Background: an optimization exercise with open tools, aiming at small area, a short achievable clock period and few clock cycles per item. Do not read the settings as production practice. RTL that was checked went through simulation tests only; none was proved equivalent to the original. Power is estimated from default activity; no workload was simulated.

==> flow/design.v <==
module cmpsub #(parameter W=32) (input [W-1:0] a, input [W-1:0] b, output [W-1:0] d, output c);
wire [W-1:0] p = a ^ ~b;
wire [W-1:0] g0 = a & ~b;
wire G_0_0 = g0[0] | p[0];
wire ng1 = g0[1] | (p[1] & G_0_0);
wire ng2 = g0[3] | (p[3] & g0[2]);
wire np2 = p[3] & p[2];
wire ng3 = g0[5] | (p[5] & g0[4]);
wire np3 = p[5] & p[4];
wire ng4 = g0[7] | (p[7] & g0[6]);
wire np4 = p[7] & p[6];
wire ng5 = g0[9] | (p[9] & g0[8]);
wire np5 = p[9] & p[8];
wire ng6 = g0[11] | (p[11] & g0[10]);
wire np6 = p[11] & p[10];
wire ng7 = g0[13] | (p[13] & g0[12]);
wire np7 = p[13] & p[12];
wire ng8 = g0[15] | (p[15] & g0[14]);
wire np8 = p[15] & p[14];
wire ng9 = g0[17] | (p[17] & g0[16]);
wire np9 = p[17] & p[16];
wire ng10 = g0[19] | (p[19] & g0[18]);
wire np10 = p[19] & p[18];
wire ng11 = g0[21] | (p[21] & g0[20]);
wire np11 = p[21] & p[20];
wire ng12 = g0[23] | (p[23] & g0[22]);
wire np12 = p[23] & p[22];
wire ng13 = g0[25] | (p[25] & g0[24]);
wire np13 = p[25] & p[24];
wire ng14 = g0[27] | (p[27] & g0[26]);
wire np14 = p[27] & p[26];
wire ng15 = g0[29] | (p[29] & g0[28]);
wire np15 = p[29] & p[28];
wire ng16 = g0[31] | (p[31] & g0[30]);
wire np16 = p[31] & p[30];
wire ng17 = ng2 | (np2 & ng1);
wire ng18 = ng4 | (np4 & ng3);
wire np18 = np4 & np3;
wire ng19 = ng6 | (np6 & ng5);
wire np19 = np6 & np5;
wire ng20 = ng8 | (np8 & ng7);
wire np20 = np8 & np7;
wire ng21 = ng10 | (np10 & ng9);
wire np21 = np10 & np9;
wire ng22 = ng12 | (np12 & ng11);
wire np22 = np12 & np11;
wire ng23 = ng14 | (np14 & ng13);
wire np23 = np14 & np13;
wire ng24 = ng16 | (np16 & ng15);
wire np24 = np16 & np15;
wire ng25 = ng18 | (np18 & ng17);
wire ng26 = ng20 | (np20 & ng19);
wire np26 = np20 & np19;
wire ng27 = ng22 | (np22 & ng21);
wire np27 = np22 & np21;
wire ng28 = ng24 | (np24 & ng23);
wire np28 = np24 & np23;
wire ng29 = ng26 | (np26 & ng25);
wire ng30 = ng28 | (np28 & ng27);
wire np30 = np28 & np27;
wire ng31 = ng30 | (np30 & ng29);
wire ng32 = ng27 | (np27 & ng29);
wire ng33 = ng19 | (np19 & ng25);
wire ng34 = ng21 | (np21 & ng29);
wire ng35 = ng23 | (np23 & ng32);
wire ng36 = ng3 | (np3 & ng17);
wire ng37 = ng5 | (np5 & ng25);
wire ng38 = ng7 | (np7 & ng33);
wire ng39 = ng9 | (np9 & ng29);
wire ng40 = ng11 | (np11 & ng34);
wire ng41 = ng13 | (np13 & ng32);
wire ng42 = ng15 | (np15 & ng35);
wire ng43 = g0[2] | (p[2] & ng1);
wire ng44 = g0[4] | (p[4] & ng17);
wire ng45 = g0[6] | (p[6] & ng36);
wire ng46 = g0[8] | (p[8] & ng25);
wire ng47 = g0[10] | (p[10] & ng37);
wire ng48 = g0[12] | (p[12] & ng33);
wire ng49 = g0[14] | (p[14] & ng38);
wire ng50 = g0[16] | (p[16] & ng29);
wire ng51 = g0[18] | (p[18] & ng39);
wire ng52 = g0[20] | (p[20] & ng34);
wire ng53 = g0[22] | (p[22] & ng40);
wire ng54 = g0[24] | (p[24] & ng32);
wire ng55 = g0[26] | (p[26] & ng41);
wire ng56 = g0[28] | (p[28] & ng35);
wire ng57 = g0[30] | (p[30] & ng42);
assign d[0] = ~p[0];
assign d[1] = p[1] ^ G_0_0;
assign d[2] = p[2] ^ ng1;
assign d[3] = p[3] ^ ng43;
assign d[4] = p[4] ^ ng17;
assign d[5] = p[5] ^ ng44;
assign d[6] = p[6] ^ ng36;
assign d[7] = p[7] ^ ng45;
assign d[8] = p[8] ^ ng25;
assign d[9] = p[9] ^ ng46;
assign d[10] = p[10] ^ ng37;
assign d[11] = p[11] ^ ng47;
assign d[12] = p[12] ^ ng33;
assign d[13] = p[13] ^ ng48;
assign d[14] = p[14] ^ ng38;
assign d[15] = p[15] ^ ng49;
assign d[16] = p[16] ^ ng29;
assign d[17] = p[17] ^ ng50;
assign d[18] = p[18] ^ ng39;
assign d[19] = p[19] ^ ng51;
assign d[20] = p[20] ^ ng34;
assign d[21] = p[21] ^ ng52;
assign d[22] = p[22] ^ ng40;
assign d[23] = p[23] ^ ng53;
assign d[24] = p[24] ^ ng32;
assign d[25] = p[25] ^ ng54;
assign d[26] = p[26] ^ ng41;
assign d[27] = p[27] ^ ng55;
assign d[28] = p[28] ^ ng35;
assign d[29] = p[29] ^ ng56;
assign d[30] = p[30] ^ ng42;
assign d[31] = p[31] ^ ng57;
assign c = ng31;
endmodule
module vector_divider #(
    parameter RAM_SIZE = 10,
    parameter N = 5,
    parameter NBITS = 32
)(
    input clock,
    input reset,
    output [RAM_SIZE-1:0] Addr,
    output [NBITS-1:0] Wdata,
    input [NBITS-1:0] Rdata,
    input [RAM_SIZE-1:0] Ndata,
    output Wenable,
    input startvd,
    output reg busyvd
);
localparam RX = 4;            
localparam XW = 32 + RX;      
localparam [3:0] IDLE = 4'b1000,
                 P1   = 4'b1001,    
                 P2   = 4'b1010,    
                 E    = 4'b1011,    
                 C1   = 4'b0000,    
                 C2   = 4'b1100,    
                 W1   = 4'b1101,    
                 D1   = 4'b0100,    
                 W2   = 4'b0101;    
reg [3:0] state, nstate;
reg first;
reg [8:0] h;
reg [31:0] R, Q;
reg [XW-1:0] X;
reg [5:0] j;
wire [31:0] diff;
wire nb;
cmpsub #(.W(32)) u_sub (.a(R), .b(X[31:0]), .d(diff), .c(nb));
wire ge = nb & ~|X[XW-1:32];
wire ph1 = (state == D1) | (state == P1);
wire shl = ge & ~j[5];                  
wire [8:0] h1 = h + 9'd1;
wire last = (h1 == Ndata[8:0]);         
wire done2 = (j == 6'd0);
wire alo = state[3];
wire we = state[2];
assign Addr = {we ? h : h1, alo};
assign Wdata = alo ? R : Q;
assign Wenable = we & ~first;
always @(*) begin
    nstate = state;
    case (state)
        IDLE: if (startvd) nstate = C1;
        C1:   nstate = C2;
        C2:   nstate = D1;
        D1:   nstate = shl ? P1 : E;
        P1:   if (!shl) nstate = P2;
        P2:   if (done2) nstate = last ? W1 : C1;
        E:    nstate = last ? W1 : C1;
        W1:   nstate = W2;
        W2:   nstate = IDLE;
        default: nstate = IDLE;
    endcase
end
always @(posedge clock) begin
    if (reset) begin
        state <= IDLE;
        h <= 9'h1ff;
        first <= 1'b0;
        busyvd <= 1'b0;
    end else begin
        state <= nstate;
        busyvd <= (nstate != IDLE);
        if (state == IDLE && startvd)
            first <= 1'b1;
        if (state == D1) begin
            h <= h1;
            first <= 1'b0;
        end
        if (state == W2)
            h <= 9'h1ff;
    end
end
always @(posedge clock) begin
    if (state == C1)
        X <= {{RX-1{1'b0}}, Rdata, 1'b0};
    else if (ph1 && shl)
        X <= {X[XW-1-RX:0], {RX{1'b0}}};
    else
        X <= {1'b0, X[XW-1:1]};
    if (state == C2)
        R <= Rdata;
    else if (state == P2 && ge)
        R <= diff;
    if (state == D1)
        Q <= 32'd0;
    else if (state == P2)
        Q <= {Q[30:0], ge};
    if (state == C1)
        j <= 6'd1;
    else if (ph1 && shl)
        j <= j + RX;
    else
        j <= j - 6'd1;
end
endmodule
clock: 4.5 ns
lec_check: 0
cap_margin: 20
core_margin: 2
core_utilization: 40
cts_buf_list: sky130_fd_sc_hd__clkbuf_8
setup_slack_margin: 1.3
slew_margin: 20
standard.sh (not shown) runs the stock make flow with config.mk's settings and CLKGATE_MAP_FILE= SYNTH_SCRIPT=/design/flow/synth_recipe.tcl, a recipe that flattens the netlist after the stock synthesis.
==> flow/flow/run.sh <==
#!/bin/bash
cd "$(dirname "$0")/.."
export BUFFER_PORTS_ARGS="-buffer_cell sky130_fd_sc_hd__buf_1"
export CTS_ARGS="-sink_clustering_enable -repair_clock_nets -buf_list sky130_fd_sc_hd__clkbuf_8 -dont_use_dummy_load"
export REMOVE_ABC_BUFFERS=1
bash standard.sh > standard_run.log 2>&1
The baseline produced a clean layout.
Testbench counts at the start, summed over its fixed seeds: cycles 7,930, items 700.
Next try:
--- a/flow/design.v
+++ b/flow/design.v
@@ -160,6 +160,9 @@
 wire [8:0] h1 = h + 9'd1;
 wire last = (h1 == Ndata[8:0]);         
 wire done2 = (j == 6'd0);
+wire xld = (state == C1);
+wire xsl = ~xld & ph1 & shl;
+wire xsr = ~xld & ~(ph1 & shl);
 wire alo = state[3];
 wire we = state[2];
 assign Addr = {we ? h : h1, alo};
@@ -200,12 +203,9 @@
     end
 end
 always @(posedge clock) begin
-    if (state == C1)
-        X <= {{RX-1{1'b0}}, Rdata, 1'b0};
-    else if (ph1 && shl)
-        X <= {X[XW-1-RX:0], {RX{1'b0}}};
-    else
-        X <= {1'b0, X[XW-1:1]};
+    X <= ({XW{xld}} & {{RX-1{1'b0}}, Rdata, 1'b0})
+       | ({XW{xsl}} & {X[XW-1-RX:0], {RX{1'b0}}})
+       | ({XW{xsr}} & {1'b0, X[XW-1:1]});
     if (state == C2)
         R <= Rdata;
     else if (state == P2 && ge)
The new run completed without violations.
Worst setup slack degrades by 65 ps.
Sequential share of layout area climbs by 0.47 points.
Final area drops slightly.
Total power climbs by well over a third.
Worst hold slack improves by 4.6 ps.
Sequential cell count does not change.
Final cell count drops by a few percent.
Register-to-register slack degrades by 60 ps.
Wire length drops by a few percent.
Die area drops slightly.
Combinational power climbs by well over a third.
Synthesized area drops slightly.
Via count drops by a few percent.
Sequential power climbs by a quarter to a third.
Only the layout flow was run in the second run of this note; the RTL was not checked for function there.

* * *

Setup of 03-03:
Starts from the design.v that is shown in full above.
Settings: LEC_CHECK=0, CAP_MARGIN=20, CORE_MARGIN=2, CORE_UTILIZATION=40, CTS_BUF_LIST=sky130_fd_sc_hd__clkbuf_8, SETUP_SLACK_MARGIN=1.3, SLEW_MARGIN=20; clock period 4.5 ns.
==> flow/flow/run.sh <==
#!/bin/bash
cd "$(dirname "$0")/.."
export BUFFER_PORTS_ARGS="-buffer_cell sky130_fd_sc_hd__buf_1"
export CTS_ARGS="-sink_clustering_enable -repair_clock_nets -root_buf sky130_fd_sc_hd__clkbuf_8 -buf_list sky130_fd_sc_hd__clkbuf_4 -dont_use_dummy_load"
bash standard.sh > standard_run.log 2>&1
Testbench counts of 03-03, summed over its fixed seeds: cycles 7,930, items 700.
For 09-08, these inputs were changed with respect to 03-03:
==> flow/design.v, changed modules only <==
module vector_divider #(
    parameter RAM_SIZE = 10,
    parameter N = 5,
    parameter NBITS = 32
)(
    input clock,
    input reset,
    output [RAM_SIZE-1:0] Addr,
    output [NBITS-1:0] Wdata,
    input [NBITS-1:0] Rdata,
    input [RAM_SIZE-1:0] Ndata,
    output Wenable,
    input startvd,
    output reg busyvd
);
localparam RX = 4;            
localparam XW = 32 + RX;      
localparam [3:0] IDLE = 4'b1000,
                 P1   = 4'b1001,    
                 P2   = 4'b1010,    
                 E    = 4'b1011,    
                 C1   = 4'b0000,    
                 C2   = 4'b1100,    
                 W1   = 4'b1101,    
                 D1   = 4'b0100,    
                 W2   = 4'b0101;    
reg [3:0] state, nstate;
reg first;
reg [8:0] h;
reg [31:0] R, Q;
reg [XW-1:0] X;
reg [5:0] j;
wire [31:0] diff;
wire nb;
cmpsub #(.W(32)) u_sub (.a(R), .b(X[31:0]), .d(diff), .c(nb));
wire ge = nb & ~|X[XW-1:32];
wire ph1 = (state == D1) | (state == P1);
wire shl = ge & ~j[5];                  
wire [8:0] hd = h - 9'd1;
wire last = (h == 9'd0);                
wire done2 = (j == 6'd0);
wire alo = state[3];
wire we = state[2];
assign Addr = {we ? h : hd, alo};
assign Wdata = alo ? R : Q;
assign Wenable = we & ~first;
always @(*) begin
    nstate = state;
    case (state)
        IDLE: if (startvd) nstate = E;
        C1:   nstate = C2;
        C2:   nstate = D1;
        D1:   nstate = shl ? P1 : E;
        P1:   if (!shl) nstate = P2;
        P2:   if (done2) nstate = last ? W1 : C1;
        E:    nstate = last ? W1 : C1;
        W1:   nstate = W2;
        W2:   nstate = IDLE;
        default: nstate = IDLE;
    endcase
end
always @(posedge clock) begin
    if (reset) begin
        state <= IDLE;
        first <= 1'b0;
        busyvd <= 1'b0;
    end else begin
        state <= nstate;
        busyvd <= (nstate != IDLE);
        if (state == IDLE) begin
            h <= Ndata[8:0];
            first <= 1'b1;
        end
        if (state == D1) begin
            h <= hd;
            first <= 1'b0;
        end
    end
end
always @(posedge clock) begin
    if (state == C1)
        X <= {{RX-1{1'b0}}, Rdata, 1'b0};
    else if (ph1 && shl)
        X <= {X[XW-1-RX:0], {RX{1'b0}}};
    else
        X <= {1'b0, X[XW-1:1]};
    if (state == C2)
        R <= Rdata;
    else if (state == P2 && ge)
        R <= diff;
    if (state == D1)
        Q <= 32'd0;
    else if (state == P2)
        Q <= {Q[30:0], ge};
    if (state == C1)
        j <= 6'd1;
    else if (ph1 && shl)
        j <= j + RX;
    else
        j <= j - 6'd1;
end
endmodule
--- outcome ---
09-08 vs. 03-03: number of flops mapped to enable cells by yosys rose 9, minimum clock period about even, placeable core area fell about 0.7%, global-route usage fell 0.36 points, final design utilization rose 0.55 points. 03-03 ended up with reg -> reg as its critical setup path kind; 09-08 ended up with reg -> out. Area taken by flip-flops and latches, 09-08 vs 03-03: up by a few percent. 09-08 vs. 03-03: power saw an increase, switching fraction of total power +7.1 points.
For 09-08, only the layout was checked, not whether the RTL still works.

* * *

== maple ==
Starts from the design.v that is shown in full above.
export LEC_CHECK = 0
export CAP_MARGIN = 20
export CORE_MARGIN = 2
export CORE_UTILIZATION = 40
export CTS_BUF_LIST = sky130_fd_sc_hd__clkbuf_8
export SETUP_SLACK_MARGIN = 1.3
export SLEW_MARGIN = 20
create_clock -name core_clock -period 4.5 [get_ports {clock}]
==> flow/flow/run.sh <==
#!/bin/bash
cd "$(dirname "$0")/.."
export BUFFER_PORTS_ARGS="-buffer_cell sky130_fd_sc_hd__buf_1"
export CTS_ARGS="-sink_clustering_enable -repair_clock_nets -buf_list sky130_fd_sc_hd__clkbuf_8 -dont_use_dummy_load"
bash standard.sh > standard_run.log 2>&1
Testbench counts of maple, summed over its fixed seeds: cycles 7,930, items 700.
### maple -> sierra
diff --git a/flow/design.v b/flow/design.v
--- a/flow/design.v
+++ b/flow/design.v
@@ -157,18 +157,21 @@
 wire ge = nb & ~|X[XW-1:32];
 wire ph1 = (state == D1) | (state == P1);
 wire shl = ge & ~j[5];                  
-wire [8:0] h1 = h + 9'd1;
-wire last = (h1 == Ndata[8:0]);         
+wire [8:0] hd = h - 9'd1;
+wire last = (h == 9'd0);                
 wire done2 = (j == 6'd0);
+wire xld = (state == C1);
+wire xsl = ~xld & ph1 & shl;
+wire xsr = ~xld & ~(ph1 & shl);
 wire alo = state[3];
 wire we = state[2];
-assign Addr = {we ? h : h1, alo};
+assign Addr = {we ? h : hd, alo};
 assign Wdata = alo ? R : Q;
 assign Wenable = we & ~first;
 always @(*) begin
     nstate = state;
     case (state)
-        IDLE: if (startvd) nstate = C1;
+        IDLE: if (startvd) nstate = E;
         C1:   nstate = C2;
         C2:   nstate = D1;
         D1:   nstate = shl ? P1 : E;
@@ -183,29 +186,25 @@
 always @(posedge clock) begin
     if (reset) begin
         state <= IDLE;
-        h <= 9'h1ff;
         first <= 1'b0;
         busyvd <= 1'b0;
     end else begin
         state <= nstate;
         busyvd <= (nstate != IDLE);
-        if (state == IDLE && startvd)
+        if (state == IDLE) begin
+            h <= Ndata[8:0];
             first <= 1'b1;
+        end
         if (state == D1) begin
-            h <= h1;
+            h <= hd;
             first <= 1'b0;
         end
-        if (state == W2)
-            h <= 9'h1ff;
     end
 end
 always @(posedge clock) begin
-    if (state == C1)
-        X <= {{RX-1{1'b0}}, Rdata, 1'b0};
-    else if (ph1 && shl)
-        X <= {X[XW-1-RX:0], {RX{1'b0}}};
-    else
-        X <= {1'b0, X[XW-1:1]};
+    X <= ({XW{xld}} & {{RX-1{1'b0}}, Rdata, 1'b0})
+       | ({XW{xsl}} & {X[XW-1-RX:0], {RX{1'b0}}})
+       | ({XW{xsr}} & {1'b0, X[XW-1:1]});
     if (state == C2)
         R <= Rdata;
     else if (state == P2 && ge)
[summary]
- sierra ran to completion and came out clean on the timing, DRC and antenna checks.
- sierra vs maple, slowest library cell on the worst path: sky130_fd_sc_hd__fa_1 vs sky130_fd_sc_hd__fa_2
- The register-to-register slack reported for sierra is smaller than that of maple by 110 ps.
- Diff maple -> sierra | combinational fraction of design power | increase of 19 points
- sierra against maple: number of violations reported at the end of detailed-routing iteration 0 picked up an extra 64, worst-case setup margin in the final layout lost 110 ps, total power of the final layout picked up an extra 80%, final critical delay including setup and external delays picked up an extra 110 ps, achievable clock frequency lost 11 MHz.
- Sequential share of layout area up 0.68 points in sierra wrt maple
- [sierra] critical path depth fell 1 relative to maple
- Half-perimeter wire length after detailed placement for sierra is lower than for maple.
- Cmp sierra vs maple: cell count lower in sierra
- Compared with maple, maximum vdd ir drop in sierra increased by more than a quarter.
- | relative slew slack | lower: sierra |
- Area added between synthesis and finish | sierra above maple
Only the layout flow was run in sierra; the RTL was not checked for function there.

[afterwards: timing with drivers on the ports]
The flow's constraints put no driver on any port. The routed layouts listed below were extracted and timed again, unchanged, in two steps. Step 1 (the two cells are an assumption about what drives the block):
set clk [get_ports {clock}]
set_driving_cell -lib_cell sky130_fd_sc_hd__clkbuf_16 $clk
set_driving_cell -lib_cell sky130_fd_sc_hd__buf_2 [delete_from_list [all_inputs] $clk]
Step 2 adds t to the input delays and takes it off the output delays; t is the mean of the earliest and latest rising clock arrival at the registers after step 1. Input paths then give back, and output paths get back, about the clock's delay inside the block. a / b / c = no drivers / after step 1 / after step 2; a / b = the first two.
| run | t (ns) | setup WS [ns] | worst hold slack (ns) | clock arrival spread, ns | worst data-port slew with drivers (ns) |
|---|---|---|---|---|---|
| the first run of note 1 | 0.477 | 1.427 / 1.427 / 1.427 | 0.446 / 0.446 / 0.446 | 0.018 / 0.019 | 0.05 |
| the second run of note 1 | 0.461 | 1.362 / 1.362 / 1.362 | 0.451 / 0.451 / 0.451 | 0.028 / 0.028 | 0.06 |
| 03-03 | 0.447 | 1.340 / 1.340 / 1.340 | 0.428 / 0.428 / 0.428 | 0.039 / 0.039 | 0.06 |
| 09-08 | 0.442 | 1.339 / 1.305 / 1.392 | 0.447 / 0.447 / 0.447 | 0.025 / 0.025 | 0.06 |
| maple | 0.474 | 1.400 / 1.400 / 1.400 | 0.429 / 0.429 / 0.429 | 0.025 / 0.025 | 0.05 |
| sierra | 0.478 | 1.291 / 1.291 / 1.291 | 0.456 / 0.456 / 0.456 | 0.020 / 0.019 | 0.04 |
After both steps every run listed still meets setup and hold.
